Context: an optimization exercise on an open-source flow, tuned for a short achievable clock period and few clock cycles. The choices shown serve that exercise and are no tape-out recipe.
The RTL was checked by simulation tests, not by an equivalence proof against the original design.
The flow treats the clock pin as an ideal source, which a real chip does not have.
Power is estimated from default activity; no workload was simulated.

**flow/config.mk**
```make
export PLATFORM = sky130hd
export DESIGN_NAME = microP
export DESIGN_NICKNAME = microP
export VERILOG_FILES = /design/flow/design.v
export SDC_FILE = /design/flow/constraint.sdc
export NUM_CORES = 4
export LEC_CHECK = 0
export CAP_MARGIN = 20
export CORE_MARGIN = 2
export CORE_UTILIZATION = 40
export PLACE_DENSITY = 0.6
export SETUP_SLACK_MARGIN = 3.0
export SLEW_MARGIN = 20
export SYNTH_HIERARCHICAL = 1
export SYNTH_MINIMUM_KEEP_SIZE = 0
export TNS_END_PERCENT = 100
```
**flow/constraint.sdc**
```tcl
create_clock -name core_clock -period 5.0 [get_ports {clk}]
set_input_delay 1.0000 -clock core_clock [delete_from_list [all_inputs] [get_ports {clk}]]
set_output_delay 1.0000 -clock core_clock [all_outputs]
set_load 0.01 [all_outputs]
```
**flow/design.v**
```verilog
`timescale 1ns / 1ps
module microP(
    input clk,
    input reset,
    output [7:0] imem_addr,
    input [16:0] imem_data,
    output [7:0] dmem_addr,
    output [7:0] dmem_wdata,
    output dmem_we,
    input [7:0] dmem_rdata,
    input [7:0] data_in,
    output out_we,
    output [7:0] data_out_col,
    output [7:0] data_out_addr
    );
reg [7:0] PC;
reg [16:0] IR;            
reg v_id;                 
reg stall_q;              
reg [7:0] PC_id;          
reg [7:0] P1_id;          
reg [7:0] ALT_id;         
reg [7:0] A_e, B_e;       
reg [7:0] AO_e, BO_e;     
reg cin_e;                
reg add_e;                
reg [7:0] ZT_e;           
reg [10:0] sel_e;         
reg [14:0] sd_e;          
reg [7:0] L_e;            
reg RW_e, MW_e, OW_e;
reg [2:0] DR_e;
reg [7:0] R1, R2, R3, R4, R5, R6, R7;    
wire [7:0] sum, sumn;
wire cout, coutn;
wire [7:0] p_e;
wire [7:0] g_e;
add8 ADD(.a(A_e), .b(B_e), .cin(cin_e), .s(sum), .sn(sumn), .cout(cout), .coutn(coutn), .p(p_e),
         .g(g_e));
wire [7:0] k_e;
or8 KE(.a(A_e), .b(B_e), .y(k_e));
wire [7:0] fast, fastn;
wire [7:0] shifted;
shifter SH(.a(A_e), .sd(sd_e), .y(shifted));
alu_fast ALUF(.A(A_e), .g(g_e), .k(k_e), .p(p_e), .sh(shifted), .sel({sel_e[10], sel_e[8:0]}),
              .link(L_e), .ld(dmem_rdata), .din(data_in), .f(fast), .fn(fastn));
wire slt_e = sel_e[9];
wire [7:0] res;
mux8 RESM(.s(add_e), .a(fast | {7'd0, slt_e & coutn}), .b(sum), .y(res));
wire z_add0, z_add1, nz_add;
eq8 SZ(.a(A_e), .b(ZT_e), .z0(z_add0), .z1(z_add1), .nz(nz_add));
assign dmem_addr = AO_e;
assign dmem_wdata = BO_e;
assign dmem_we = MW_e;
assign out_we = OW_e;
assign data_out_col = AO_e;
assign data_out_addr = BO_e;
assign imem_addr = PC;
wire [7:0] PC1, target;
wire unused_c2, unused_c2n;
wire [7:0] unused_n2, unused_p2, unused_g2;
inc8 INC(.a(PC), .y(PC1));
add8c1 TGT(.a(PC), .b({{2{imem_data[5]}}, imem_data[5:0]}), .s(target),
         .sn(unused_n2), .cout(unused_c2), .coutn(unused_c2n), .p(unused_p2), .g(unused_g2));
wire pred_if;
predict PRD(.op(imem_data[16:12]), .back(imem_data[5]), .taken(pred_if));
wire pred_if_hi;
predict_b PRD2(.op(imem_data[16:12]), .back(imem_data[5]), .taken(pred_if_hi));
wire [7:0] alt_if;
mux8 ALTM(.s(pred_if), .a(target), .b(PC1), .y(alt_if));
wire [2:0] dr = IR[11:9];
wire [2:0] sa = IR[8:6];
wire [2:0] sb = IR[5:3];
wire [7:0] ra, rb, ran, rbn;
wire [7:0] rnz, rnz_unused;
wire zr_a, zr_an, zr_b_unused, zr_bn_unused, fwd_a, fwd_b, fwd_an, fwd_bn;
reg_read RDA(.a(sa), .r1(R1), .r2(R2), .r3(R3), .r4(R4), .r5(R5), .r6(R6), .r7(R7),
             .rw_e(RW_e), .dr_e(DR_e), .q(ra), .qn(ran), .z(zr_a), .nz(zr_an), .rnz(rnz),
             .fwd(fwd_a), .fwd_n(fwd_an));
reg_read RDB(.a(sb), .r1(R1), .r2(R2), .r3(R3), .r4(R4), .r5(R5), .r6(R6), .r7(R7),
             .rw_e(RW_e), .dr_e(DR_e), .q(rb), .qn(rbn), .z(zr_b_unused), .nz(zr_bn_unused),
             .rnz(rnz_unused),
             .fwd(fwd_b), .fwd_n(fwd_bn));
wire w_d, MW_d, OW_d, cin_d, add_d, is_jmr, pred_id;
wire [5:0] pre_r;
wire [10:0] pre_b;
wire [7:0] zt_d;
neg8 ZT(.a({{2{IR[5]}}, IR[5:0]}), .y(zt_d));
wire [10:0] sel_d;
wire [14:0] sd_d;
wire [7:0] imm;
decode DEC(.ins(IR), .ok(reset & v_id), .add_e(add_e), .slt_e(slt_e),
           .w(w_d), .mw(MW_d), .ow(OW_d), .cin(cin_d), .add(add_d), .is_jmr(is_jmr),
           .pred(pred_id), .sel(sel_d), .sd(sd_d), .imm(imm), .pre_r(pre_r), .pre_b(pre_b));
wire stall = stall_q & v_id & reset;
wire stall_next;
stall_ahead SA(.ins(imem_data), .ir(IR), .ok(reset & v_id & ~stall), .y(stall_next));
wire redirect, redirect_n, redirect_hi, redirect_n_hi;
id_ctl CTL(.pre(pre_r), .stall(stall), .fwd_a(fwd_a), .z_add0(z_add0), .z_add1(z_add1),
           .nz_add(nz_add), .redirect_hi(redirect_hi), .redirect_n_hi(redirect_n_hi),
           .zr_a(zr_a), .redirect(redirect), .redirect_n(redirect_n));
wire [7:0] rpc_n;
rpc_sel RPC(.jmr_f(is_jmr & fwd_a), .jmr_r(is_jmr & fwd_an), .other(~is_jmr),
            .sum(sum), .ra(ra), .alt(ALT_id), .y_n(rpc_n));
wire [7:0] next_pc;
wire en_if = reset & ~stall;
pc_select PCS(.hold(stall), .en(en_if), .en_n(~en_if), .pred(pred_if), .pred_hi(pred_if_hi),
              .redirect(redirect), .redirect_n(redirect_n), .redirect_hi(redirect_hi),
              .redirect_n_hi(redirect_n_hi), .pc(PC_id), .target(target),
              .pc1(PC1), .rpc_n(rpc_n), .next_pc(next_pc));
wire [7:0] A_d, B_d, A_do, B_do;
opnd_sel_a OPA(.fwd(fwd_a), .fwd_n(fwd_an), .add_e(add_e), .slt_e(slt_e), .coutn(coutn),
               .sum(sum), .fast(fast), .r(ra), .q(A_d), .q2(A_do));
opnd_sel OPB(.fwd(fwd_b), .fwd_n(fwd_bn), .pre(pre_b),
             .cout(cout), .coutn(coutn), .sum(sum), .sumn(sumn), .fast(fast), .fastn(fastn),
             .imm(imm), .r(rb), .rn(rbn), .q(B_d), .q2(B_do));
always @(posedge clk) begin
    PC <= next_pc;
end
always @(posedge clk) begin
    stall_q <= stall_next;
    v_id <= reset & ~stall & ~redirect;
    IR <= imem_data;
    PC_id <= PC;
    P1_id <= PC1;
    ALT_id <= alt_if;
end
always @(posedge clk) begin
    RW_e <= w_d && (dr != 3'd0);
    MW_e <= MW_d;
    OW_e <= OW_d;
end
always @(posedge clk) begin
    A_e <= A_d; B_e <= B_d; AO_e <= A_do; BO_e <= B_do; L_e <= P1_id; sd_e <= sd_d; cin_e <= cin_d; add_e <= add_d; ZT_e <= zt_d; sel_e <= sel_d;
    DR_e <= dr;
end
always @(posedge clk) begin
    if (RW_e) begin
        case (DR_e)
            3'd1: R1 <= res; 3'd2: R2 <= res; 3'd3: R3 <= res; 3'd4: R4 <= res;
            3'd5: R5 <= res; 3'd6: R6 <= res; 3'd7: R7 <= res;
            default: ;
        endcase
    end
end
endmodule
module predict(input [4:0] op, input back, output taken);
assign taken = (~op[4] & ~op[3] & ~op[2] & op[1]) |
               (op[4] & ~op[3] & ~op[2] & op[1] & op[0] & back) |
               (~op[4] & op[3] & ~op[2] & op[1] & op[0] & back);
endmodule
module predict_b(input [4:0] op, input back, output taken);
assign taken = (~op[4] & ~op[3] & ~op[2] & op[1]) |
               (op[4] & ~op[3] & ~op[2] & op[1] & op[0] & back) |
               (~op[4] & op[3] & ~op[2] & op[1] & op[0] & back);
endmodule
module and3m(input a, input b, input c, output y);
assign y = a & b & c;
endmodule
module decode(
    input [16:0] ins, input ok, input add_e, input slt_e,
    output w, output mw, output ow, output cin, output add, output is_jmr, output pred,
    output [10:0] sel, output [14:0] sd, output [7:0] imm, output [5:0] pre_r,
    output [10:0] pre_b
    );
wire [3:0] H = 4'b0001 << ins[16:15];
wire [7:0] L = 8'b00000001 << ins[14:12];
wire H0 = H[0], H1 = H[1], H2 = H[2];
wire bz = H1 & L[3], bnz = H2 & L[3];
wire jmr = H0 & L[7];
assign is_jmr = jmr;
assign pred = (H0 & (L[2] | L[3])) | ((bz | bnz) & ins[5]);
wire uses_a = bz | bnz | jmr;
wire hold_pre = ok & uses_a & ~add_e;
wire go = ok & ~(uses_a & ~add_e);       
wire mis1 = (bz & ~pred) | (bnz & pred);
wire mis0 = (bz & pred) | (bnz & ~pred);
assign pre_r = {hold_pre, go & (jmr | mis1), go & (jmr | mis0),
                ok & (jmr | mis1), ok & (jmr | mis0), ok & uses_a};    
wire wv = (H0 & (L[1] | L[2] | L[4] | L[6])) | (H1 & ~L[3]) | (H2 & (L[1] | L[2] | L[4] | L[5]));
wire mwv = H0 & L[5];                                              
wire owv = H2 & L[0];                                              
assign cin = H0 & L[1];                                            
assign add = (H0 & (L[1] | L[4])) | (H1 & (L[1] | L[7]));          
wire inv_b = (H0 & L[1]) | (H1 & L[6]);                            
wire lsl = H1 & L[0], lsr = H2 & L[5], mov = H1 & L[4];
wire ori = H2 & L[4];
wire b_imm = (H0 & L[4]) | (H1 & L[1]) | ori;                      
wire [7:0] amt = 8'b00000001 << ins[2:0];
assign sd = {amt[7:1] & {7{lsl}}, (amt[0] & (lsl | lsr)) | mov,
             amt[1] & lsr, amt[2] & lsr, amt[3] & lsr, amt[4] & lsr, amt[5] & lsr, amt[6] & lsr,
             amt[7] & lsr};
assign sel[0] = H0 & L[6];     
assign sel[1] = ori;           
assign sel[2] = H1 & L[2];     
assign sel[3] = lsl | lsr | mov;     
assign sel[4] = H2 & L[1];     
assign sel[5] = 1'b0;
assign sel[6] = 1'b0;
assign sel[7] = H1 & L[5];     
assign sel[8] = H2 & L[2];     
assign sel[9] = H1 & L[6];     
assign sel[10] = H0 & L[2];    
assign imm[5:0] = ins[5:0];
assign imm[7:6] = ori ? 2'd0 : {2{ins[5]}};
wire f = ~b_imm;
assign pre_b = {f & add_e & ~inv_b, f & add_e & inv_b, f & ~add_e & ~inv_b, f & ~add_e & inv_b,
                f & ~add_e & ~slt_e & ~inv_b, f & ~add_e & ~slt_e & inv_b,
                f & slt_e & ~inv_b, f & slt_e & inv_b, b_imm, f & ~inv_b, f & inv_b};
assign w = ok & wv;
assign mw = ok & mwv;
assign ow = ok & owv;
endmodule
module alu_fast(
    input [7:0] A, input [7:0] g, input [7:0] k, input [7:0] p, input [7:0] sh,
    input [9:0] sel, input [7:0] link, input [7:0] ld, input [7:0] din,
    output [7:0] f, output [7:0] fn
    );
assign fn = ~f;
assign f =
      ({8{sel[0]}} & g)
    | ({8{sel[1]}} & k)
    | ({8{sel[2]}} & p)
    | ({8{sel[3]}} & sh)
    | ({8{sel[4]}} & ~A)
    | ({8{sel[7]}} & ld)
    | ({8{sel[8]}} & din)
    | ({8{sel[9]}} & link);
endmodule
module shifter(input [7:0] a, input [14:0] sd, output [7:0] y);
genvar i, j;
generate
    for (i = 0; i < 8; i = i + 1) begin : gb
        wire [7:0] t;
        for (j = 0; j < 8; j = j + 1) begin : gt
            assign t[j] = sd[i - j + 7] & a[j];
        end
        assign y[i] = |t;
    end
endgenerate
endmodule
module eq8(input [7:0] a, input [7:0] b, output z0, output z1, output nz);
wire [7:0] d = a ^ b;
assign z0 = ~|d[3:0];
assign z1 = ~|d[7:4];
assign nz = ~(z0 & z1);
endmodule
module neg8(input [7:0] a, output [7:0] y);
assign y = 8'd0 - a;
endmodule
module sum_zero(input [7:0] t, input [7:0] k, input cin, output z0, output z1, output nz);
wire [7:0] d = {t[7:1], t[0]} ^ {k[6:0], cin};
assign z0 = ~|d[3:0];
assign z1 = ~|d[7:4];
assign nz = ~(z0 & z1);
endmodule
module reg_read(
    input [2:0] a,
    input [7:0] r1, input [7:0] r2, input [7:0] r3, input [7:0] r4,
    input [7:0] r5, input [7:0] r6, input [7:0] r7,
    input rw_e, input [2:0] dr_e,
    output reg [7:0] q, output [7:0] qn, output z, output nz, output [7:0] rnz,
    output fwd, output fwd_n
    );
always @(*) begin
    case (a)
        3'd1: q = r1; 3'd2: q = r2; 3'd3: q = r3; 3'd4: q = r4;
        3'd5: q = r5; 3'd6: q = r6; 3'd7: q = r7;
        default: q = 8'd0;
    endcase
end
inv8 QN(.a(q), .y(qn));
assign rnz[0] = 1'b0;
nonzero8 Z1(.a(r1), .y(rnz[1]));
nonzero8 Z2(.a(r2), .y(rnz[2]));
nonzero8 Z3(.a(r3), .y(rnz[3]));
nonzero8 Z4(.a(r4), .y(rnz[4]));
nonzero8 Z5(.a(r5), .y(rnz[5]));
nonzero8 Z6(.a(r6), .y(rnz[6]));
nonzero8 Z7(.a(r7), .y(rnz[7]));
mux8to1i TZ(.s(a), .d(rnz), .y(z));
assign nz = ~z;
assign fwd = rw_e && (dr_e == a);
assign fwd_n = ~fwd;
endmodule
module mux8to1i(input [2:0] s, input [7:0] d, output y);
wire [3:0] l1;
wire [1:0] l2;
mux1i M10(.s(s[0]), .a(d[0]), .b(d[1]), .y(l1[0]));
mux1i M11(.s(s[0]), .a(d[2]), .b(d[3]), .y(l1[1]));
mux1i M12(.s(s[0]), .a(d[4]), .b(d[5]), .y(l1[2]));
mux1i M13(.s(s[0]), .a(d[6]), .b(d[7]), .y(l1[3]));
mux1i M20(.s(s[1]), .a(l1[0]), .b(l1[1]), .y(l2[0]));
mux1i M21(.s(s[1]), .a(l1[2]), .b(l1[3]), .y(l2[1]));
mux1i M3(.s(s[2]), .a(l2[0]), .b(l2[1]), .y(y));
endmodule
module nonzero8(input [7:0] a, output y);
wire [3:0] n;
nor1 N0(.a(a[0]), .b(a[1]), .y(n[0]));
nor1 N1(.a(a[2]), .b(a[3]), .y(n[1]));
nor1 N2(.a(a[4]), .b(a[5]), .y(n[2]));
nor1 N3(.a(a[6]), .b(a[7]), .y(n[3]));
assign y = ~(n[0] & n[1] & n[2] & n[3]);
endmodule
module inv8(input [7:0] a, output [7:0] y);
assign y = ~a;
endmodule
module pc_select(
    input hold, input en, input en_n, input pred, input pred_hi,
    input redirect, input redirect_n, input redirect_hi, input redirect_n_hi,
    input [7:0] pc, input [7:0] target, input [7:0] pc1, input [7:0] rpc_n,
    output [7:0] next_pc
    );
wire t_lo = en & pred;
wire t_hi = en & pred_hi;
wire [7:0] a, x_n;
genvar i;
generate
    for (i = 0; i < 8; i = i + 1) begin : gb
        ao22 A(.a1(en), .a2(pc1[i]), .b1(hold), .b2(pc[i]), .y(a[i]));
        mux1i X(.s(i < 4 ? t_lo : t_hi), .a(a[i]), .b(target[i]), .y(x_n[i]));
        aoi22 M(.a1(i < 4 ? redirect : redirect_hi), .a2(rpc_n[i]),
                .b1(i < 4 ? redirect_n : redirect_n_hi), .b2(x_n[i]), .y(next_pc[i]));
    end
endgenerate
endmodule
module oa21(input a1, input a2, input b1, output y);    
assign y = (a1 | a2) & b1;
endmodule
module id_ctl(input [5:0] pre, input stall, input fwd_a, input z_add0, input z_add1,
              input nz_add, input zr_a, output redirect, output redirect_n,
              output redirect_hi, output redirect_n_hi);
wire r1 = pre[2] & ~stall, r0 = pre[1] & ~stall;
wire rf_n, rf, rr_n, rr;
a32oi F0(.a1(z_add0), .a2(z_add1), .a3(r1), .b1(nz_add), .b2(r0), .y(rf_n));
a32o F1(.a1(z_add0), .a2(z_add1), .a3(r1), .b1(nz_add), .b2(r0), .y(rf));
mux1i MR(.s(zr_a), .a(r0), .b(r1), .y(rr_n));
mux1i MR1(.s(zr_a), .a(~r0), .b(~r1), .y(rr));
mux1i M(.s(fwd_a), .a(rr_n), .b(rf_n), .y(redirect));
mux1i MN(.s(fwd_a), .a(rr), .b(rf), .y(redirect_n));
mux1i_b M2(.s(fwd_a), .a(rr_n), .b(rf_n), .y(redirect_hi));
mux1i_b MN2(.s(fwd_a), .a(rr), .b(rf), .y(redirect_n_hi));
endmodule
module stall_ahead(input [16:0] ins, input [16:0] ir, input ok, output y);
wire [4:0] op = ins[16:12];
wire uses_a = (op == 5'd11) || (op == 5'd19) || (op == 5'd7);
wire [4:0] eop = ir[16:12];
wire ew = (eop == 5'd1) || (eop == 5'd15) || (eop == 5'd2) || (eop == 5'd6) || (eop == 5'd8) || (eop == 5'd10) || (eop == 5'd12) ||
          (eop == 5'd13) || (eop == 5'd14) || (eop == 5'd17) || (eop == 5'd18) ||
          (eop == 5'd20) || (eop == 5'd21);
assign y = ok & uses_a & ew & (ir[11:9] != 3'd0) & (ir[11:9] == ins[8:6]);
endmodule
module rpc_sel(input jmr_f, input jmr_r, input other,
               input [7:0] sum, input [7:0] ra, input [7:0] alt, output [7:0] y_n);
wire [7:0] q;
genvar i;
generate
    for (i = 0; i < 8; i = i + 1) begin : gb
        ao22 Q(.a1(jmr_r), .a2(ra[i]), .b1(other), .b2(alt[i]), .y(q[i]));
        mux1i A(.s(jmr_f), .a(q[i]), .b(sum[i]), .y(y_n[i]));
    end
endgenerate
endmodule
module opnd_sel(
    input fwd, input fwd_n, input [10:0] pre, input cout, input coutn,
    input [7:0] sum, input [7:0] sumn, input [7:0] fast, input [7:0] fastn,
    input [7:0] imm, input [7:0] r, input [7:0] rn,
    output [7:0] q, output [7:0] q2
    );
wire s_sum = fwd & pre[10];
wire s_sumn = fwd & pre[9];
wire s_fast = fwd & pre[8];
wire s_fastn = fwd & pre[7];
wire s_fast0 = fwd & pre[6];
wire s_fastn0 = fwd & pre[5];
wire s_slt = fwd & pre[4];
wire s_sltn = fwd & pre[3];
wire s_imm = pre[2];
wire s_r = fwd_n & pre[1];
wire s_rn = fwd_n & pre[0];
wire [7:0] n1, n2, n3;
genvar i;
generate
    for (i = 0; i < 8; i = i + 1) begin : gb
        aoi22 E(.a1(i == 0 ? s_fast0 : s_fast), .a2(fast[i]),
                .b1(i == 0 ? s_fastn0 : s_fastn), .b2(fastn[i]), .y(n1[i]));
        aoi222 R(.a1(s_r), .a2(r[i]), .b1(s_rn), .b2(rn[i]), .c1(s_imm), .c2(imm[i]), .y(n2[i]));
        aoi22 L(.a1(s_sum), .a2(sum[i]), .b1(s_sumn), .b2(sumn[i]), .y(n3[i]));
    end
endgenerate
wire slt_n;
aoi22 S(.a1(s_slt), .a2(coutn), .b1(s_sltn), .b2(cout), .y(slt_n));
nand4m Q0(.a(n1[0]), .b(n2[0]), .c(n3[0]), .d(slt_n), .y(q[0]));
nand4o O0(.a(n1[0]), .b(n2[0]), .c(n3[0]), .d(slt_n), .y(q2[0]));
generate
    for (i = 1; i < 8; i = i + 1) begin : gq
        nand3m N(.a(n1[i]), .b(n2[i]), .c(n3[i]), .y(q[i]));
        nand3o O(.a(n1[i]), .b(n2[i]), .c(n3[i]), .y(q2[i]));
    end
endgenerate
endmodule
module nand3o(input a, input b, input c, output y);
assign y = ~(a & b & c);
endmodule
module nand4o(input a, input b, input c, input d, output y);
assign y = ~(a & b & c & d);
endmodule
module opnd_sel_a(
    input fwd, input fwd_n, input add_e, input slt_e, input coutn,
    input [7:0] sum, input [7:0] fast, input [7:0] r,
    output [7:0] q, output [7:0] q2
    );
wire s_sum = fwd & add_e;
wire s_fast = fwd & ~add_e;
wire s_fast0 = fwd & ~add_e & ~slt_e;
wire s_slt = fwd & slt_e;
wire [7:0] n1, n2, n3;
genvar i;
generate
    for (i = 0; i < 8; i = i + 1) begin : gb
        nand1 E(.a(i == 0 ? s_fast0 : s_fast), .b(fast[i]), .y(n1[i]));
        nand1 R(.a(fwd_n), .b(r[i]), .y(n2[i]));
        nand1 L(.a(s_sum), .b(sum[i]), .y(n3[i]));
    end
endgenerate
wire slt_n;
nand1 S(.a(s_slt), .b(coutn), .y(slt_n));
nand4m Q0(.a(n1[0]), .b(n2[0]), .c(n3[0]), .d(slt_n), .y(q[0]));
nand4o O0(.a(n1[0]), .b(n2[0]), .c(n3[0]), .d(slt_n), .y(q2[0]));
generate
    for (i = 1; i < 8; i = i + 1) begin : gq
        nand3m N(.a(n1[i]), .b(n2[i]), .c(n3[i]), .y(q[i]));
        nand3o O(.a(n1[i]), .b(n2[i]), .c(n3[i]), .y(q2[i]));
    end
endgenerate
endmodule
module nand3m(input a, input b, input c, output y);
assign y = ~(a & b & c);
endmodule
module nand4m(input a, input b, input c, input d, output y);
assign y = ~(a & b & c & d);
endmodule
module aoi222(input a1, input a2, input b1, input b2, input c1, input c2, output y);
assign y = ~((a1 & a2) | (b1 & b2) | (c1 & c2));
endmodule
module inc8(input [7:0] a, output [7:0] y);
assign y = a + 8'd1;
endmodule
module or8(input [7:0] a, input [7:0] b, output [7:0] y);
genvar i;
generate
    for (i = 0; i < 8; i = i + 1) begin : gb
        or1 U(.a(a[i]), .b(b[i]), .y(y[i]));
    end
endgenerate
endmodule
module or1(input a, input b, output y);
assign y = a | b;
endmodule
module mux1i(input s, input a, input b, output y);    
assign y = ~(s ? b : a);
endmodule
module mux1i_b(input s, input a, input b, output y);    
assign y = ~(s ? b : a);
endmodule
module mux1(input s, input a, input b, output y);
assign y = s ? b : a;
endmodule
module mux8(input s, input [7:0] a, input [7:0] b, output [7:0] y);
assign y = s ? b : a;
endmodule
module ao2x8(input s0, input [7:0] d0, input s1, input [7:0] d1, output [7:0] y);
assign y = ({8{s0}} & d0) | ({8{s1}} & d1);
endmodule
module ao2x1(input s0, input d0, input s1, input d1, output y);
assign y = (s0 & d0) | (s1 & d1);
endmodule
module ao3x8(input s0, input [7:0] d0, input s1, input [7:0] d1, input s2, input [7:0] d2,
             output [7:0] y);
assign y = ({8{s0}} & d0) | ({8{s1}} & d1) | ({8{s2}} & d2);
endmodule
module ao2or8(input s0, input [7:0] d0, input s1, input [7:0] d1, input [7:0] o, output [7:0] y);
genvar i;
generate
    for (i = 0; i < 8; i = i + 1) begin : b
        ao2or1 U(.s0(s0), .d0(d0[i]), .s1(s1), .d1(d1[i]), .o(o[i]), .y(y[i]));
    end
endgenerate
endmodule
module ao2or1(input s0, input d0, input s1, input d1, input o, output y);
wire n;
aoi22 A(.a1(s0), .a2(d0), .b1(s1), .b2(d1), .y(n));
assign y = ~n | o;
endmodule
module a32oi(input a1, input a2, input a3, input b1, input b2, output y);
assign y = ~((a1 & a2 & a3) | (b1 & b2));
endmodule
module a32o(input a1, input a2, input a3, input b1, input b2, output y);
assign y = (a1 & a2 & a3) | (b1 & b2);
endmodule
module ao22(input a1, input a2, input b1, input b2, output y);
assign y = (a1 & a2) | (b1 & b2);
endmodule
module aoi22(input a1, input a2, input b1, input b2, output y);
assign y = ~((a1 & a2) | (b1 & b2));
endmodule
module xor1(input a, input b, output y);
assign y = a ^ b;
endmodule
module xnor1(input a, input b, output y);
assign y = ~(a ^ b);
endmodule
module and1(input a, input b, output y);
assign y = a & b;
endmodule
module inv1(input a, output y);
assign y = ~a;
endmodule
module aoi21(input a1, input a2, input b1, output y);    
assign y = ~((a1 & a2) | b1);
endmodule
module oai21(input a1, input a2, input b1, output y);    
assign y = ~((a1 | a2) & b1);
endmodule
module nand1(input a, input b, output y);
assign y = ~(a & b);
endmodule
module nor1(input a, input b, output y);
assign y = ~(a | b);
endmodule
module a21o1(input a1, input a2, input b1, output y);    
assign y = (a1 & a2) | b1;
endmodule
module add8(input [7:0] a, input [7:0] b, input cin,
            output [7:0] s, output [7:0] sn, output cout, output coutn, output [7:0] p,
            output [7:0] g);
genvar i;
generate
    for (i = 0; i < 8; i = i + 1) begin : pg
        xor1 X(.a(a[i]), .b(b[i]), .y(p[i]));
        and1 A(.a(a[i]), .b(b[i]), .y(g[i]));
    end
endgenerate
wire g00;
a21o1 G00(.a1(p[0]), .a2(cin), .b1(g[0]), .y(g00));
wire [7:1] g1n;
wire [7:2] p1n;
aoi21 G11(.a1(p[1]), .a2(g00), .b1(g[1]), .y(g1n[1]));    
generate
    for (i = 2; i < 8; i = i + 1) begin : l1
        aoi21 G(.a1(p[i]), .a2(g[i-1]), .b1(g[i]), .y(g1n[i]));
        nand1 P(.a(p[i]), .b(p[i-1]), .y(p1n[i]));
    end
endgenerate
wire g00n;
inv1 I00(.a(g00), .y(g00n));
wire [7:2] g2;
wire [7:4] p2;
oai21 G22(.a1(p1n[2]), .a2(g00n), .b1(g1n[2]), .y(g2[2]));    
oai21 G23(.a1(p1n[3]), .a2(g1n[1]), .b1(g1n[3]), .y(g2[3]));   
generate
    for (i = 4; i < 8; i = i + 1) begin : l2
        oai21 G(.a1(p1n[i]), .a2(g1n[i-2]), .b1(g1n[i]), .y(g2[i]));
        nor1 P(.a(p1n[i]), .b(p1n[i-2]), .y(p2[i]));
    end
endgenerate
wire c2;
inv1 I11(.a(g1n[1]), .y(c2));
wire [7:4] g3n;
aoi21 G34(.a1(p2[4]), .a2(g00), .b1(g2[4]), .y(g3n[4]));    
aoi21 G35(.a1(p2[5]), .a2(c2), .b1(g2[5]), .y(g3n[5]));     
aoi21 G36(.a1(p2[6]), .a2(g2[2]), .b1(g2[6]), .y(g3n[6]));  
aoi21 G37(.a1(p2[7]), .a2(g2[3]), .b1(g2[7]), .y(g3n[7]));  
inv1 CO(.a(g3n[7]), .y(cout));
assign coutn = g3n[7];
xor1  S0(.a(p[0]), .b(cin), .y(s[0]));      xnor1 N0(.a(p[0]), .b(cin), .y(sn[0]));
xor1  S1(.a(p[1]), .b(g00), .y(s[1]));      xnor1 N1(.a(p[1]), .b(g00), .y(sn[1]));
xnor1 S2(.a(p[2]), .b(g1n[1]), .y(s[2]));   xor1  N2(.a(p[2]), .b(g1n[1]), .y(sn[2]));
xor1  S3(.a(p[3]), .b(g2[2]), .y(s[3]));    xnor1 N3(.a(p[3]), .b(g2[2]), .y(sn[3]));
xor1  S4(.a(p[4]), .b(g2[3]), .y(s[4]));    xnor1 N4(.a(p[4]), .b(g2[3]), .y(sn[4]));
xnor1 S5(.a(p[5]), .b(g3n[4]), .y(s[5]));   xor1  N5(.a(p[5]), .b(g3n[4]), .y(sn[5]));
xnor1 S6(.a(p[6]), .b(g3n[5]), .y(s[6]));   xor1  N6(.a(p[6]), .b(g3n[5]), .y(sn[6]));
xnor1 S7(.a(p[7]), .b(g3n[6]), .y(s[7]));   xor1  N7(.a(p[7]), .b(g3n[6]), .y(sn[7]));
endmodule
module add8c1(input [7:0] a, input [7:0] b,
            output [7:0] s, output [7:0] sn, output cout, output coutn, output [7:0] p,
            output [7:0] g);
genvar i;
generate
    for (i = 0; i < 8; i = i + 1) begin : pg
        xor1 X(.a(a[i]), .b(b[i]), .y(p[i]));
        and1 A(.a(a[i]), .b(b[i]), .y(g[i]));
    end
endgenerate
wire g00;
or1 G00(.a(a[0]), .b(b[0]), .y(g00));    
wire [7:1] g1n;
wire [7:2] p1n;
aoi21 G11(.a1(p[1]), .a2(g00), .b1(g[1]), .y(g1n[1]));    
generate
    for (i = 2; i < 8; i = i + 1) begin : l1
        aoi21 G(.a1(p[i]), .a2(g[i-1]), .b1(g[i]), .y(g1n[i]));
        nand1 P(.a(p[i]), .b(p[i-1]), .y(p1n[i]));
    end
endgenerate
wire g00n;
inv1 I00(.a(g00), .y(g00n));
wire [7:2] g2;
wire [7:4] p2;
oai21 G22(.a1(p1n[2]), .a2(g00n), .b1(g1n[2]), .y(g2[2]));    
oai21 G23(.a1(p1n[3]), .a2(g1n[1]), .b1(g1n[3]), .y(g2[3]));   
generate
    for (i = 4; i < 8; i = i + 1) begin : l2
        oai21 G(.a1(p1n[i]), .a2(g1n[i-2]), .b1(g1n[i]), .y(g2[i]));
        nor1 P(.a(p1n[i]), .b(p1n[i-2]), .y(p2[i]));
    end
endgenerate
wire c2;
inv1 I11(.a(g1n[1]), .y(c2));
wire [7:4] g3n;
aoi21 G34(.a1(p2[4]), .a2(g00), .b1(g2[4]), .y(g3n[4]));    
aoi21 G35(.a1(p2[5]), .a2(c2), .b1(g2[5]), .y(g3n[5]));     
aoi21 G36(.a1(p2[6]), .a2(g2[2]), .b1(g2[6]), .y(g3n[6]));  
aoi21 G37(.a1(p2[7]), .a2(g2[3]), .b1(g2[7]), .y(g3n[7]));  
inv1 CO(.a(g3n[7]), .y(cout));
assign coutn = g3n[7];
inv1 S0(.a(p[0]), .y(s[0]));      assign sn[0] = p[0];
xor1  S1(.a(p[1]), .b(g00), .y(s[1]));      xnor1 N1(.a(p[1]), .b(g00), .y(sn[1]));
xnor1 S2(.a(p[2]), .b(g1n[1]), .y(s[2]));   xor1  N2(.a(p[2]), .b(g1n[1]), .y(sn[2]));
xor1  S3(.a(p[3]), .b(g2[2]), .y(s[3]));    xnor1 N3(.a(p[3]), .b(g2[2]), .y(sn[3]));
xor1  S4(.a(p[4]), .b(g2[3]), .y(s[4]));    xnor1 N4(.a(p[4]), .b(g2[3]), .y(sn[4]));
xnor1 S5(.a(p[5]), .b(g3n[4]), .y(s[5]));   xor1  N5(.a(p[5]), .b(g3n[4]), .y(sn[5]));
xnor1 S6(.a(p[6]), .b(g3n[5]), .y(s[6]));   xor1  N6(.a(p[6]), .b(g3n[5]), .y(sn[6]));
xnor1 S7(.a(p[7]), .b(g3n[6]), .y(s[7]));   xor1  N7(.a(p[7]), .b(g3n[6]), .y(sn[7]));
endmodule
```
**flow/flow/run.sh**
```bash
#!/bin/bash
# The standard layout (standard.sh), with two changes to how it is made:
# the resizer may swap a cell for one of another footprint, and the port
# buffers are buf_4 cells (the standard flow's default is a delay buffer).
set -euo pipefail
bash standard.sh MATCH_CELL_FOOTPRINT=0 "BUFFER_PORTS_ARGS=-buffer_cell sky130_fd_sc_hd__buf_4" finish > standard_flow.log 2>&1
```
**flow/standard.sh**
```bash
#!/bin/bash
# synth_recipe.tcl (not shown) runs the flow's synth.tcl, then flattens the netlist and writes it again
# the make line also repeats each setting of config.mk as NAME=value (left out here)
make -C /OpenROAD-flow-scripts/flow DESIGN_CONFIG=/design/flow/config.mk WORK_HOME=/design/flow/orfs CLKGATE_MAP_FILE= SYNTH_SCRIPT=/design/flow/synth_recipe.tcl "${@:-finish}"
```
==> results of run 1 <==
-- through the flow --
step	hold WS (ps)	utilization, %	setup WS (ps)	std cells	instance area, um2
finish	328	52.2	2930	1453	13200
global route	334	52.2	2830	1453	13200
CTS	328	49.8	2980	1408	12600
detailed placement	312	43.3	2040	1325	11000
global placement	313	43.3	2070	1325	11000
floorplan	310	-	2810	987	10500
-- worst max-delay path by stage --
stage | depth (start not counted) | from | end
6_report | 6 | IR[14] | BO_e[6]
5_1_grt | 8 | IR[16] | v_id
3_5_place_dp | 6 | imem_data[16] | PC[1]
2_1_floorplan | 7 | reset | PC[4]
4_1_cts | 6 | A_e[0] | R6[7]
3_3_place_gp | 6 | imem_data[16] | PC[0]
-- timing repair --
action                     4_1_cts  5_1_grt
cloned                           2        1
resized for setup              136       57
setup endpoints to repair      115       93
buffers inserted                49       44
pin swaps                       27       46
-- worst max-delay path: cells and delay by family, from the launching register on --
kind | cells | cell delay [ps]
simple gates | 4 | 870
compound gates | 2 | 670
flops | 1 | 370
-- power by group --
group          switching, mW  internal [mW]  total [mW]
Sequential             0.142           1.69        1.83
Combinational          0.549          0.501        1.05
Clock                  0.626          0.690        1.32
Total                   1.32           2.88        4.20
-- layout make-up --
class,instances,area [um2]
fillers,2231,12100
multi-input cells,691,6190
flip-flops and latches,187,4410
repair buffers,176,1490
clock buffers,19,464
well taps,330,413
inverters,37,144
clock inverters,13,103
-- layer usage --
| metal | vias to the layer above | share of wire [%] |
|---|---|---|
| met5 | - | 0 |
| met1 | 4071 | 46 |
| met2 | 377 | 45 |
| met3 | 53 | 6.9 |
| li1 | 3871 | - |
| met4 | 0 | 2.7 |
==> impl_summary.txt, run 1 <==
----------------------------------------------------
[Power]
  Maximum ir drop on the vdd rail ... 0.193 mV
  Power per standard cell area ... 318 nW/um2
  Leakage component of the power ... 5.01 nW
  Overall power consumption ... 4.20 mW

[Worst setup path]
  Worst reg2reg path endpoint ... BO_e[6]
  Setup slack on the worst flop-to-flop path ... 2930 ps
  Data required time at the worst endpoint ... 5290 ps
  Worst setup path class ... register to register
  Crit-path slowest cell ... sky130_fd_sc_hd__a222oi_1
  Critical path peak fanout ... 8
  Endpoint kind of the worst setup timing path ... register
  Critical Path AT ... 2360 ps
  Slowest stage delay, CP ... 460 ps
  Cell chain of the critical path ... or3b_4, a21oi_4, nor2_2, and2_4, a222oi_1, nand3_1
  Cell depth of the worst flop-to-flop path ... 6
  Worst Setup Start Kind ... register
  Startpoint of the worst-slack reg-to-reg timing path ... IR[14]

[Clocking]
  Number of buffers created by CTS ... 17
  Number of sinks handled by clock tree synthesis ... 187
  Clock H-tree levels ... 4
  TritonCTS clock tree ... built
  Clock-pin slew of the registers on the worst-case setup and hold paths ... 80 ps
  # hold bufs at CTS ... 0
  Clock tree buffer depth ... 2
  Root Buffer ... sky130_fd_sc_hd__clkbuf_16
  Clock Latency Late Sink ... 440 ps

[Placement]
  Count of input and output buffers ... 76
  Half-perimeter wire length after placement ... 21900 um
  GP Congestion ... 0.937

[Final layout]
  Commonest non-fill, non-tap cell in the layout ... sky130_fd_sc_hd__buf_4
  Growth of design area from synthesis to finish ... 27.7%
  Fin nets ... 1147
  Diode count ... 0
  Largest register by flop count ... IR
  Number of flip-flops under the largest register name ... 17
  Leading cell types in the layout, fill and taps excluded ... 157 x sky130_fd_sc_hd__buf_4, 97 x sky130_fd_sc_hd__dfxtp_1, 65 x sky130_fd_sc_hd__nor2_1
  Registers with the most flip-flops ... IR: 17 flops, sd_e: 15 flops, sel_e: 9 flops
  Share of cells above drive strength 1 ... 42.3%

[STA]
  Relative slew slack ... 37.5%
  Final setup violation count ... 0
  RSZ-0062 raised after global routing ... true
  Final period utilization ... 41.4%
  Final Slew Violations ... 0
  Number of hold violations in the final report ... 0
  Clock period minus worst slack ... 2070 ps
  Timing-limited maximum frequency ... 0.483 GHz
  Worst Tran Pin Value ... 935 ps
  Clock Skews ... 10.7 ps
  Setup TNS after final layout ... 0 ps

[GRT]
  Met3 capacity usage during global routing ... 4.37%
  Number of global-route vias before repair ... 7738
  Antenna violations before repair ... 0
  Largest net degree at the start of global routing ... 20
  Grt peak-use layer ... met2
  Overflow left after global routing ... 0
  Global Route met2 Usage ... 34.9%
  Global-route usage over all layers ... 23.0%
  Wire length of the first global-routing pass ... 46700 um
  Met1 layer usage reported by global route ... 32.9%

[Detailed routing]
  Drt via density ... 5.76
  Total Routed Length ... 31600 um
  Remaining DRCs ... 0
  Routed WL per cell ... 21.7 um
  Via count ... 8372
  DR iter-0 viols ... 899
  Number of detailed-route iterations in the first pass ... 6
  Remaining antenna violation count after routing ... 0

[Floorplan]
  Die boundary width ... 165 um
  Core area ... 25300 um2
  I/O pin count ... 77
  Overall die area ... 27200 um2
  # rows ... 58
  Initial Utilization ... 40.9%
  Die height ... 165 um

[Yosys]
  Number of instances in the synthesized netlist ... 987
  Cell area after synthesis ... 10400 um2
  Total of warnings raised by yosys ... 8
  Synthesized area per cell ... 10.5 um2

[Job]
  Number of maximum-capacitance violations ... 0

[Hold path]
  Hold wc startpoint ... P1_id[7]
  Worst min-delay path class ... register to register
  Hold Path Sink ... L_e[7]
  Cell depth of the worst min-delay path ... 0

[Outcome]
  Result of the run ... complete, no violations

----------------------------------------------------
Testbench counts, summed over its fixed seeds: cycles 51,068.
==> run 2, diff against run 1 <==
==> flow/flow/run.sh (replaced) <==
#!/bin/bash
# The standard layout (standard.sh), with three changes to how it is made:
# the resizer may swap a cell for one of another footprint, the port buffers
# are buf_4 cells (the standard flow's default is a delay buffer), and after
# clock tree synthesis's setup repair a second repair pass runs
# (flow/post_cts.tcl, through ORFS's POST_CTS_TCL hook).
set -euo pipefail
bash standard.sh MATCH_CELL_FOOTPRINT=0 "BUFFER_PORTS_ARGS=-buffer_cell sky130_fd_sc_hd__buf_4" \
    "POST_CTS_TCL=$(pwd)/flow/post_cts.tcl" finish > standard_flow.log 2>&1
==> flow/flow/post_cts.tcl (new file) <==
# A second setup repair after CTS's own (same margin), then legalize again.
estimate_parasitics -placement
repair_timing -setup -setup_margin $::env(SETUP_SLACK_MARGIN) -repair_tns 100 -verbose
detailed_placement
check_placement -verbose
estimate_parasitics -placement
==> run 2 against run 1 <==
Net effect: still clean; critical path depth grew 2; final cell count grew 0.89%; sequential share of layout area shrank 0.41 points; die area is the same; combinational power is essentially flat; count of clock-buffer cells in the layout is the same; register-to-register slack gained 20 ps; wire length shrank 0.31%; fmax grew 1.2%; sequential cell count is the same; critical path type unchanged; largest power group unchanged.
==> impl_summary.txt, run 2 <==
----------------------------------------------------
[Detailed routing]
  DR iter-0 viols ... 943 (+4.9%)
  Number of detailed-route iterations in the first pass ... 5 (-1)
  Routed WL per cell ... 21.5 um (-1.2%)
  Remaining antenna violation count after routing ... 0 (unchanged)
  Via count ... 8369 (-0.036%)
  Total Routed Length ... 31500 um (-0.31%)
  Drt via density ... 5.71 (-0.92%)
  Remaining DRCs ... 0 (unchanged)

[STA]
  Final Slew Violations ... 0 (unchanged)
  Worst Tran Pin Value ... 941 ps (+6.15 ps)
  Clock period minus worst slack ... 2050 ps (-24.8 ps)
  Setup WS post-layout ... 2950 ps (+24.8 ps)
  Timing-limited maximum frequency ... 0.488 GHz (+1.2%)
  Setup TNS after final layout ... 0 ps (unchanged)
  Final period utilization ... 40.9% (-0.50 points)
  Relative slew slack ... 37.0% (-0.41 points)
  Final setup violation count ... 0 (unchanged)
  Number of hold violations in the final report ... 0 (unchanged)
  Clock Skews ... 12.8 ps (+2.07 ps)
  RSZ-0062 raised after global routing ... true

[Floorplan]
  # rows ... 58 (unchanged)
  Die boundary width ... 165 um (unchanged)
  Core area ... 25300 um2 (unchanged)
  Overall die area ... 27200 um2 (unchanged)
  Die height ... 165 um (unchanged)
  Initial Utilization ... 40.9% (unchanged)
  I/O pin count ... 77 (unchanged)

[GRT]
  Overflow left after global routing ... 0 (unchanged)
  Antenna violations before repair ... 0 (unchanged)
  Global-route usage over all layers ... 23.3% (+0.31 points)
  Largest net degree at the start of global routing ... 20 (unchanged)
  Number of global-route vias before repair ... 7839 (+1.3%)
  Wire length of the first global-routing pass ... 47300 um (+1.2%)

[Job]
  Number of maximum-capacitance violations ... 0 (unchanged)

[Placement]
  DP Cell Count ... 1325 (unchanged)
  GP Congestion ... 0.937 (unchanged)
  Worst setup slack before clock tree synthesis ... 2040 ps (unchanged)
  Count of input and output buffers ... 76 (unchanged)
  Post-place instance area ... 11000 um2 (unchanged)
  Half-perimeter wire length after placement ... 21900 um (unchanged)

[Clocking]
  Number of sinks handled by clock tree synthesis ... 187 (unchanged)
  Clock Latency Late Sink ... 440 ps (about the same)
  TritonCTS clock tree ... built
  Clock-pin slew of the registers on the worst-case setup and hold paths ... 70 ps (about the same)

[Worst setup path]
  Setup slack on the worst flop-to-flop path ... 2950 ps (+20 ps)
  Critical Path AT ... 2340 ps (-20 ps)
  Setup crit start ... IR[5]
  Cell chain of the critical path ... buf_8, nor2b_4, buf_6, a221oi_2, a211oi_2, inv_1, a222oi_1, nand3_1
  Worst Setup Start Kind ... register
  Slowest stage delay, CP ... 410 ps (-50 ps)
  Cell depth of the worst flop-to-flop path ... 8 (+2)
  Crit-path slowest cell ... sky130_fd_sc_hd__dfxtp_4
  Worst setup path class ... register to register
  Endpoint kind of the worst setup timing path ... register
  Data required time at the worst endpoint ... 5300 ps (about the same)
  Worst reg2reg path endpoint ... BO_e[1]
  Startpoint of the worst-slack reg-to-reg timing path ... IR[5]
  Critical path peak fanout ... 8 (unchanged)

[Final layout]
  Final std cells w/o fill ... 1466 (+0.89%)
  Diode count ... 0 (unchanged)
  Leading cell types in the layout, fill and taps excluded ... 170 x sky130_fd_sc_hd__buf_4, 97 x sky130_fd_sc_hd__dfxtp_1, 63 x sky130_fd_sc_hd__nor2_1
  Commonest non-fill, non-tap cell in the layout ... sky130_fd_sc_hd__buf_4
  Share of cells above drive strength 1 ... 43.0% (+0.75 points)
  Largest register by flop count ... IR
  Registers with the most flip-flops ... IR: 17 flops, sd_e: 15 flops, sel_e: 9 flops
  Growth of design area from synthesis to finish ... 29.3%
  Design Area, Final ... 13400 um2 (+1.3%)
  Number of flip-flops under the largest register name ... 17 (unchanged)
  Fin nets ... 1160 (+1.1%)

[Yosys]
  Number of instances in the synthesized netlist ... 987 (unchanged)
  Synthesized area per cell ... 10.5 um2 (unchanged)
  Total of warnings raised by yosys ... 8 (unchanged)
  Cell area after synthesis ... 10400 um2 (unchanged)

[Power]
  Leakage component of the power ... 5.11 nW (+2.0%)
  Maximum ir drop on the vdd rail ... 0.193 mV (-0.10%)
  Overall power consumption ... 4.21 mW (+0.34%)
  Power per standard cell area ... 315 nW/um2 (-0.90%)

[Hold path]
  Cell depth of the worst min-delay path ... 0 (unchanged)
  Hold Path Sink ... L_e[7]
  Worst min-delay path class ... register to register
  Hold wc startpoint ... P1_id[7]

[Outcome]
  Result of the run ... complete, no violations

----------------------------------------------------
==> run 2: cell types whose count changed in the layout (fill, tap and decap cells not counted), moves of 2 or more <==
cell,previous run,this run
sky130_fd_sc_hd__a22oi_2,54,49
sky130_fd_sc_hd__clkbuf_16,21,23
sky130_fd_sc_hd__clkbuf_2,2,0
sky130_fd_sc_hd__o21ai_2,2,4
sky130_fd_sc_hd__o21ai_1,7,5
sky130_fd_sc_hd__nor2_2,6,8
sky130_fd_sc_hd__mux2_4,24,27
sky130_fd_sc_hd__buf_4,157,170
sky130_fd_sc_hd__mux2_2,8,5
sky130_fd_sc_hd__nor2_1,65,63
sky130_fd_sc_hd__a22oi_1,34,39
==> run 2: cell type report <==
type	instances	area [um2]
well taps	330	413
flip-flops and latches	187	4410
clock buffers	19	464
clock inverters	13	103
fillers	2207	11900
repair buffers	189	1630
inverters	37	144
multi-input cells	691	6220
==> run 2: worst max path at each step <==
stage               endpoint  slack [ps]  cells after the start
finish               BO_e[1]        2950                      8
detailed placement     PC[1]        2040                      6
global route            v_id        2860                     10
global placement       PC[0]        2070                      6
floorplan              PC[4]        2810                      7
==> run 2: per-layer routing <==
| metal | routed length [um] | GRT usage [%] |
|---|---|---|
| met2 | 14200 | 35.3 |
| met1 | 14500 | 33.6 |
| met5 | 0 | 0 |
| met4 | 844 | 7.67 |
| met3 | 2000 | 3.97 |
==> run 2: stage by stage <==
stage	hold WS [ps]	utilization, %
after detailed placement	312	43.3
after global routing	334	52.9
after floorplan	310	-
after global placement	313	43.3
final	328	52.9
==> run 2: power breakdown <==
part	total (mW)	internal, mW	leakage [nW]	switching (mW)
registers	1.84	1.69	1.62	0.145
clock network	1.31	0.690	0.276	0.624
logic	1.06	0.515	3.21	0.548
total	4.21	2.90	5.11	1.32
==> run 2: critical path, delay by kind of cell (launching register included) <==
family / cells / cell delay (ps)
buffers and inverters: 3 / 370
and+or+nand+nor: 2 / 430
AOI/OAI and AO/OA: 3 / 680
DFF: 1 / 410
==> run 3, diff against run 2 <==
--- a/flow/design.v
+++ b/flow/design.v
@@ -109,8 +109,10 @@
               .redirect_n_hi(redirect_n_hi), .pc(PC_id), .target(target),
               .pc1(PC1), .rpc_n(rpc_n), .next_pc(next_pc));
 wire [7:0] A_d, B_d, A_do, B_do;
-opnd_sel_a OPA(.fwd(fwd_a), .fwd_n(fwd_an), .add_e(add_e), .slt_e(slt_e), .coutn(coutn),
-               .sum(sum), .fast(fast), .r(ra), .q(A_d), .q2(A_do));
+wire [10:0] pre_a = {add_e, 1'b0, ~add_e, 1'b0, ~add_e & ~slt_e, 1'b0, slt_e, 1'b0, 1'b0, 1'b1, 1'b0};
+opnd_sel OPA(.fwd(fwd_a), .fwd_n(fwd_an), .pre(pre_a),
+             .cout(cout), .coutn(coutn), .sum(sum), .sumn(sumn), .fast(fast), .fastn(fastn),
+             .imm(8'd0), .r(ra), .rn(ran), .q(A_d), .q2(A_do));
 opnd_sel OPB(.fwd(fwd_b), .fwd_n(fwd_bn), .pre(pre_b),
              .cout(cout), .coutn(coutn), .sum(sum), .sumn(sumn), .fast(fast), .fastn(fastn),
              .imm(imm), .r(rb), .rn(rbn), .q(B_d), .q2(B_do));
@@ -405,35 +407,6 @@
 module nand4o(input a, input b, input c, input d, output y);
 assign y = ~(a & b & c & d);
 endmodule
-module opnd_sel_a(
-    input fwd, input fwd_n, input add_e, input slt_e, input coutn,
-    input [7:0] sum, input [7:0] fast, input [7:0] r,
-    output [7:0] q, output [7:0] q2
-    );
-wire s_sum = fwd & add_e;
-wire s_fast = fwd & ~add_e;
-wire s_fast0 = fwd & ~add_e & ~slt_e;
-wire s_slt = fwd & slt_e;
-wire [7:0] n1, n2, n3;
-genvar i;
-generate
-    for (i = 0; i < 8; i = i + 1) begin : gb
-        nand1 E(.a(i == 0 ? s_fast0 : s_fast), .b(fast[i]), .y(n1[i]));
-        nand1 R(.a(fwd_n), .b(r[i]), .y(n2[i]));
-        nand1 L(.a(s_sum), .b(sum[i]), .y(n3[i]));
-    end
-endgenerate
-wire slt_n;
-nand1 S(.a(s_slt), .b(coutn), .y(slt_n));
-nand4m Q0(.a(n1[0]), .b(n2[0]), .c(n3[0]), .d(slt_n), .y(q[0]));
-nand4o O0(.a(n1[0]), .b(n2[0]), .c(n3[0]), .d(slt_n), .y(q2[0]));
-generate
-    for (i = 1; i < 8; i = i + 1) begin : gq
-        nand3m N(.a(n1[i]), .b(n2[i]), .c(n3[i]), .y(q[i]));
-        nand3o O(.a(n1[i]), .b(n2[i]), .c(n3[i]), .y(q2[i]));
-    end
-endgenerate
-endmodule
 module nand3m(input a, input b, input c, output y);
 assign y = ~(a & b & c);
 endmodule
==> run 3 against run 2 <==
Net effect: still clean; largest power group unchanged; wire length is 5.3% higher; final cell count is 3.0% higher; highest routed layer unchanged; cell area is 3.3% higher; utilization is 0.21 points higher; largest cell class unchanged; synthesized cell count is 1.8% higher; non-clock buffer count is 1 higher; die area is 2.6% higher; clock power is 6% higher; hold slack better by 1.1 ps; register-to-register slack hardly changed.
==> impl_summary.txt, run 3 <==
----------------------------------------------------
[Outcome]
  Result of the run ... complete, no violations

[GRT]
  Number of global-route vias before repair ... 8196 (+4.6%)
  Global-route usage over all layers ... 23.0% (-0.27 points)
  Antenna violations before repair ... 0 (unchanged)
  Overflow left after global routing ... 0 (unchanged)
  Largest net degree at the start of global routing ... 20 (unchanged)
  Wire length of the first global-routing pass ... 49000 um (+3.7%)

[Job]
  Number of maximum-capacitance violations ... 0 (unchanged)

[Worst setup path]
  Slowest stage delay, CP ... 520 ps (+110 ps)
  Cell chain of the critical path ... clkbuf_16, nand2_1, a211oi_1, a211oi_4, a222oi_1, buf_4, nand3_2
  Data required time at the worst endpoint ... 5320 ps (+20 ps)
  Worst setup path class ... register to register
  Critical Path AT ... 2380 ps (+40 ps)
  Crit-path slowest cell ... sky130_fd_sc_hd__a211oi_1
  Worst Setup Start Kind ... register
  Buffering stage count on the worst path with inverters included ... 2 (-1)
  Crit path max-delay family ... compound AO/OA/AOI/OAI gates
  Critical path peak fanout ... 5 (-3)
  Endpoint kind of the worst setup timing path ... register

[STA]
  Timing-limited maximum frequency ... 0.486 GHz (-0.41%)
  Worst Tran Pin Value ... 999 ps (+57.6 ps)
  Setup WS post-layout ... 2940 ps (-8.46 ps)
  Final period utilization ... 41.1% (+0.17 points)
  Final setup violation count ... 0 (unchanged)
  Number of hold violations in the final report ... 0 (unchanged)
  RSZ-0062 raised after global routing ... true
  Final-layout worst hold slack ... 329 ps (+1.11 ps)
  Relative slew slack ... 33.2% (-3.9 points)
  Final Slew Violations ... 0 (unchanged)
  Setup TNS after final layout ... 0 ps (unchanged)
  Clock period minus worst slack ... 2060 ps (+8.46 ps)
  Clock Skews ... 9.52 ps (-3.25 ps)

[Floorplan]
  Die height ... 167 um (+1.3%)
  Overall die area ... 27900 um2 (+2.6%)
  I/O pin count ... 77 (unchanged)
  Core area ... 26100 um2 (+2.9%)
  Die boundary width ... 167 um (+1.3%)
  Initial Utilization ... 40.8% (-0.10 points)
  # rows ... 59 (+1.7%)

[Final layout]
  Share of cells above drive strength 1 ... 43.8% (+0.78 points)
  # fillers ... 2240 (+1.5%)
  Final core area utilization ... 53.1% (+0.21 points)
  Fin nets ... 1199 (+3.4%)
  Number of flip-flops under the largest register name ... 17 (unchanged)
  Diode count ... 0 (unchanged)
  Growth of design area from synthesis to finish ... 30.2%
  Registers with the most flip-flops ... IR: 17 flops, sd_e: 15 flops, sel_e: 9 flops
  Leading cell types in the layout, fill and taps excluded ... 165 x sky130_fd_sc_hd__buf_4, 95 x sky130_fd_sc_hd__dfxtp_1, 67 x sky130_fd_sc_hd__nor2_1
  Commonest non-fill, non-tap cell in the layout ... sky130_fd_sc_hd__buf_4
  Largest register by flop count ... IR

[Power]
  Maximum ir drop on the vdd rail ... 0.189 mV (-2.3%)
  Power per standard cell area ... 320 nW/um2 (+1.8%)
  Leakage component of the power ... 5.26 nW (+3.0%)

[Placement]
  GP Congestion ... 0.943 (+0.60%)
  Worst setup slack before clock tree synthesis ... 1930 ps (-112 ps)
  Half-perimeter wire length after placement ... 22900 um (+4.6%)
  Count of input and output buffers ... 76 (unchanged)

[Clocking]
  TritonCTS clock tree ... built
  Clock Latency Late Sink ... 440 ps (about the same)
  Clock-pin slew of the registers on the worst-case setup and hold paths ... 80 ps (about the same)
  Number of sinks handled by clock tree synthesis ... 187 (unchanged)

[Yosys]
  Synthesized area per cell ... 10.6 um2 (+0.80%)
  Cell area after synthesis ... 10600 um2 (+2.6%)
  Number of instances in the synthesized netlist ... 1005 (+1.8%)
  Total of warnings raised by yosys ... 8 (unchanged)

[Detailed routing]
  Routed WL per cell ... 22.0 um (+2.2%)
  DR iter-0 viols ... 901 (-4.5%)
  Number of detailed-route iterations in the first pass ... 8 (+3)
  Via count ... 8756 (+4.6%)
  Remaining antenna violation count after routing ... 0 (unchanged)
  Drt via density ... 5.80 (+1.6%)
  Remaining DRCs ... 0 (unchanged)
  Total Routed Length ... 33200 um (+5.3%)

[Hold path]
  Worst min-delay path class ... register to register

----------------------------------------------------
==> run 3: stage by stage <==
step	cell area [um2]	cells	power [mW]
final	13800	1510	4.43
after global placement	11300	1368	2.73
after detailed placement	11300	1368	2.74
after floorplan	10900	1025	2.48
after global routing	13800	1510	4.60
==> run 3: worst register-to-register path, cell delays in order, from the launching register on <==
cell	delay, ps
sky130_fd_sc_hd__dfxtp_4	390
sky130_fd_sc_hd__clkbuf_16	160
sky130_fd_sc_hd__nand2_1	100
sky130_fd_sc_hd__a211oi_1	520
sky130_fd_sc_hd__a211oi_4	110
sky130_fd_sc_hd__a222oi_1	370
sky130_fd_sc_hd__buf_4	210
sky130_fd_sc_hd__nand3_2	80
==> run 3: layout make-up <==
| cell class | count | area [um2] | share of cell area (%) |
|---|---|---|---|
| multi-input cells | 720 | 6570 | 47.5 |
| flip-flops and latches | 187 | 4420 | 32.0 |
| repair buffers | 190 | 1650 | 11.9 |
| clock buffers | 17 | 425 | 3.08 |
| well taps | 335 | 419 | 3.03 |
| inverters | 46 | 176 | 1.28 |
| clock inverters | 15 | 169 | 1.22 |
==> run 3: final timing paths <==
check / from / endpoint / cells past startpoint / slack, ps
setup / recovery: IR[7] / AO_e[5] / 7 / 2940
hold / removal: P1_id[3] / L_e[3] / 0 / 330
setup reg to reg: IR[7] / AO_e[5] / 7 / 2940
hold reg to reg: P1_id[3] / L_e[3] / 0 / 330
==> run 3: metal layers <==
layer	part of all wire, %	global-route usage, %	vias to the layer above
met5	0	0	-
met4	3.2	9.03	0
met3	6.7	3.11	67
met2	45	34.8	385
met1	45	33.3	4265
li1	-	-	4039
==> run 3: where the power goes <==
group / internal [mW] / leakage, nW / switching, mW
Combinational: 0.562 / 3.36 / 0.644
Sequential: 1.70 / 1.61 / 0.142
Clock: 0.719 / 0.296 / 0.668
Testbench counts of run 3, summed over its fixed seeds: cycles 51,068.
==> run 4, diff against run 3 <==
==> flow/flow/run.sh (replaced) <==
#!/bin/bash
# The standard layout (standard.sh), with three changes to how it is made:
# the resizer may swap a cell for one of another footprint, the port buffers
# are buf_4 cells (the standard flow's default is a delay buffer), and after
# clock tree synthesis's setup repair more repair passes run
# (flow/post_cts.tcl: two more passes, through ORFS's POST_CTS_TCL hook).
set -euo pipefail
bash standard.sh MATCH_CELL_FOOTPRINT=0 "BUFFER_PORTS_ARGS=-buffer_cell sky130_fd_sc_hd__buf_4" \
    "POST_CTS_TCL=$(pwd)/flow/post_cts.tcl" finish > standard_flow.log 2>&1
==> flow/flow/post_cts.tcl (replaced) <==
# Two more setup repair passes after CTS's own (same margin), the second with
# the full move sequence, then legalize again.
estimate_parasitics -placement
repair_timing -setup -setup_margin $::env(SETUP_SLACK_MARGIN) -repair_tns 100 -verbose
detailed_placement
estimate_parasitics -placement
repair_timing -setup -setup_margin $::env(SETUP_SLACK_MARGIN) -repair_tns 100 \
    -sequence "unbuffer,sizeup,swap,buffer,clone,split" -verbose
detailed_placement
check_placement -verbose
estimate_parasitics -placement
==> run 4 against run 3 <==
Net effect: still clean; highest routed layer unchanged; sequential share of layout area fell by 0.23 points; utilization rose by 0.38 points; critical endpoint is now R2[6]; wire length rose by 0.18%.
==> impl_summary.txt, run 4 <==
----------------------------------------------------
[Yosys]
  Total of warnings raised by yosys ... 8 (unchanged)
  Cell area after synthesis ... 10600 um2 (unchanged)
  Synthesized area per cell ... 10.6 um2 (unchanged)
  Number of instances in the synthesized netlist ... 1005 (unchanged)

[Detailed routing]
  Via count ... 8701 (-0.63%)
  Number of detailed-route iterations in the first pass ... 10 (+2)
  Drt via density ... 5.74 (-1.0%)
  Routed WL per cell ... 21.9 um (-0.21%)
  DR top layer ... met4
  Met2 WL ... 14900 um (-0.28%)
  Routed metal-1 wirelength ... 14900 um (about the same)
  Routed length on met3 ... 2310 um (+3.5%)
  Remaining antenna violation count after routing ... 0 (unchanged)
  Remaining DRCs ... 0 (unchanged)
  DR iter-0 viols ... 832 (-7.7%)
  Total Routed Length ... 33200 um (+0.18%)

[Placement]
  GP Congestion ... 0.943 (unchanged)
  Count of input and output buffers ... 76 (unchanged)
  Worst setup slack before clock tree synthesis ... 1930 ps (unchanged)
  Half-perimeter wire length after placement ... 22900 um (unchanged)
  Post-place instance area ... 11300 um2 (unchanged)

[Final layout]
  Commonest non-fill, non-tap cell in the layout ... sky130_fd_sc_hd__buf_4
  Share of cells above drive strength 1 ... 44.1% (+0.29 points)
  Diode count ... 0 (unchanged)
  Largest register by flop count ... IR
  Registers with the most flip-flops ... IR: 17 flops, sd_e: 15 flops, sel_e: 9 flops
  Leading cell types in the layout, fill and taps excluded ... 168 x sky130_fd_sc_hd__buf_4, 95 x sky130_fd_sc_hd__dfxtp_1, 67 x sky130_fd_sc_hd__nor2_1
  Number of flip-flops under the largest register name ... 17 (unchanged)
  Design Area, Final ... 13900 um2 (+0.72%)
  Growth of design area from synthesis to finish ... 31.1%
  Fin nets ... 1205 (+0.50%)

[Worst setup path]
  Crit path max-delay family ... compound AO/OA/AOI/OAI gates
  Cell depth of the worst flop-to-flop path ... 7 (unchanged)
  Worst setup path class ... register to register
  Crit-path slowest cell ... sky130_fd_sc_hd__dfxtp_4
  Slowest stage delay, CP ... 370 ps (-150 ps)
  WP depth ... 7 (unchanged)
  Critical Path AT ... 2210 ps (-170 ps)
  Crit-path most repeated cell ... sky130_fd_sc_hd__a21oi_4
  Critical path peak fanout ... 7 (+2)
  Endpoint kind of the worst setup timing path ... register
  Cell chain of the critical path ... xor2_4, a21o_4, a21oi_4, inv_2, a21oi_4, xnor2_4, mux2_4
  Worst Setup Start Kind ... register
  Data required time at the worst endpoint ... 5170 ps (-150 ps)
  Buffering stage count on the worst path with inverters included ... 1 (-1)

[Hold path]
  Cell depth of the worst min-delay path ... 0 (unchanged)
  Worst min-delay path class ... register to register

[STA]
  Final setup violation count ... 0 (unchanged)
  Timing-limited maximum frequency ... 0.491 GHz (+0.95%)
  Number of hold violations in the final report ... 0 (unchanged)
  Relative slew slack ... 39.2% (+6.0 points)
  Clock Skews ... 9.63 ps (+0.106 ps)
  Setup WS post-layout ... 2960 ps (+19.3 ps)
  RSZ-0062 raised after global routing ... true
  Clock period minus worst slack ... 2040 ps (-19.3 ps)
  Final Slew Violations ... 0 (unchanged)
  Final-layout worst hold slack ... 329 ps (+0.238 ps)
  Setup TNS after final layout ... 0 ps (unchanged)
  Worst Tran Pin Value ... 909 ps (-89.4 ps)
  Final period utilization ... 40.7% (-0.39 points)

[Floorplan]
  Die boundary width ... 167 um (unchanged)
  Core area ... 26100 um2 (unchanged)
  Die height ... 167 um (unchanged)
  I/O pin count ... 77 (unchanged)
  # rows ... 59 (unchanged)
  Initial Utilization ... 40.8% (unchanged)
  Overall die area ... 27900 um2 (unchanged)

[GRT]
  Global-route usage over all layers ... 23.1% (+0.056 points)
  Number of global-route vias before repair ... 8244 (+0.59%)
  Antenna violations before repair ... 0 (unchanged)
  Overflow left after global routing ... 0 (unchanged)
  Largest net degree at the start of global routing ... 20 (unchanged)
  Wire length of the first global-routing pass ... 49100 um (+0.13%)

[Power]
  Power per standard cell area ... 321 nW/um2 (about the same)
  Leakage component of the power ... 5.31 nW (+0.81%)
  Maximum ir drop on the vdd rail ... 0.185 mV (-2.1%)

[Job]
  Number of maximum-capacitance violations ... 0 (unchanged)

[Clocking]
  TritonCTS clock tree ... built
  Clock-pin slew of the registers on the worst-case setup and hold paths ... 70 ps (about the same)
  Clock Latency Late Sink ... 440 ps (about the same)
  Number of sinks handled by clock tree synthesis ... 187 (unchanged)

[Outcome]
  Result of the run ... complete, no violations

----------------------------------------------------
-- run 4: layout make-up --
class                           count  area, um2
Sequential cell                   187       4420
Timing Repair Buffer              196       1720
Multi-Input combinational cell    720       6600
Tap cell                          335        419
Clock inverter                     15        169
Inverter                           46        176
Clock buffer                       17        425
Fill cell                        2247      12100
-- run 4: where the power goes --
part | internal, mW | switching (mW)
Clock | 0.719 | 0.663
Sequential | 1.70 | 0.142
Combinational | 0.590 | 0.656
Total | 3.01 | 1.46
-- run 4: routing by layer --
layer / vias up / GRT usage, %
li1: 4055 / -
met1: 4221 / 33.3
met2: 356 / 34.5
met3: 69 / 3.37
met4: 0 / 9.67
met5: - / 0
-- run 4: path summary, 6_finish.rpt --
kind	slack, ps	start	to
hold reg to reg	330	P1_id[5]	L_e[5]
setup reg to reg	2960	B_e[0]	R2[6]
hold / removal	330	P1_id[5]	L_e[5]
setup / recovery	2960	B_e[0]	R2[6]
-- run 4: per-stage QoR --
step                instances  utilization, %  power, mW
floorplan                1025               -       2.48
global placement         1368            43.4       2.73
detailed placement       1368            43.4       2.74
global route             1516            53.4       4.64
finish                   1516            53.4       4.47

re-timing with driven ports:
Ports are ideal in the flow. The routed layouts listed here were re-timed in OpenROAD. Step 1 sets driving cells, clkbuf_16 on the clock port and buf_2 on the other inputs (assumed; they add their load-dependent delay and slew). Step 2, shift: input delay + t, output delay - t, t = (earliest + latest rising clock arrival at the registers) / 2. This alone moves slack from input paths to output paths. Slacks: no drivers / after step 1 / after step 2; pairs: no drivers / after step 1.
run	t, ns	setup WS [ns]	worst slew at a driven data input, ns
run 1	0.481	2.928 / 2.928 / 2.530	0.04
run 2	0.481	2.953 / 2.953 / 2.535	0.04
run 3	0.485	2.944 / 2.944 / 2.569	0.04
run 4	0.486	2.964 / 2.964 / 2.571	0.04
After both steps setup and hold are still met in every run listed. The setup slack of run 2, which loses most, moves by 0.000 ns with the drivers and by -0.418 ns with both steps.
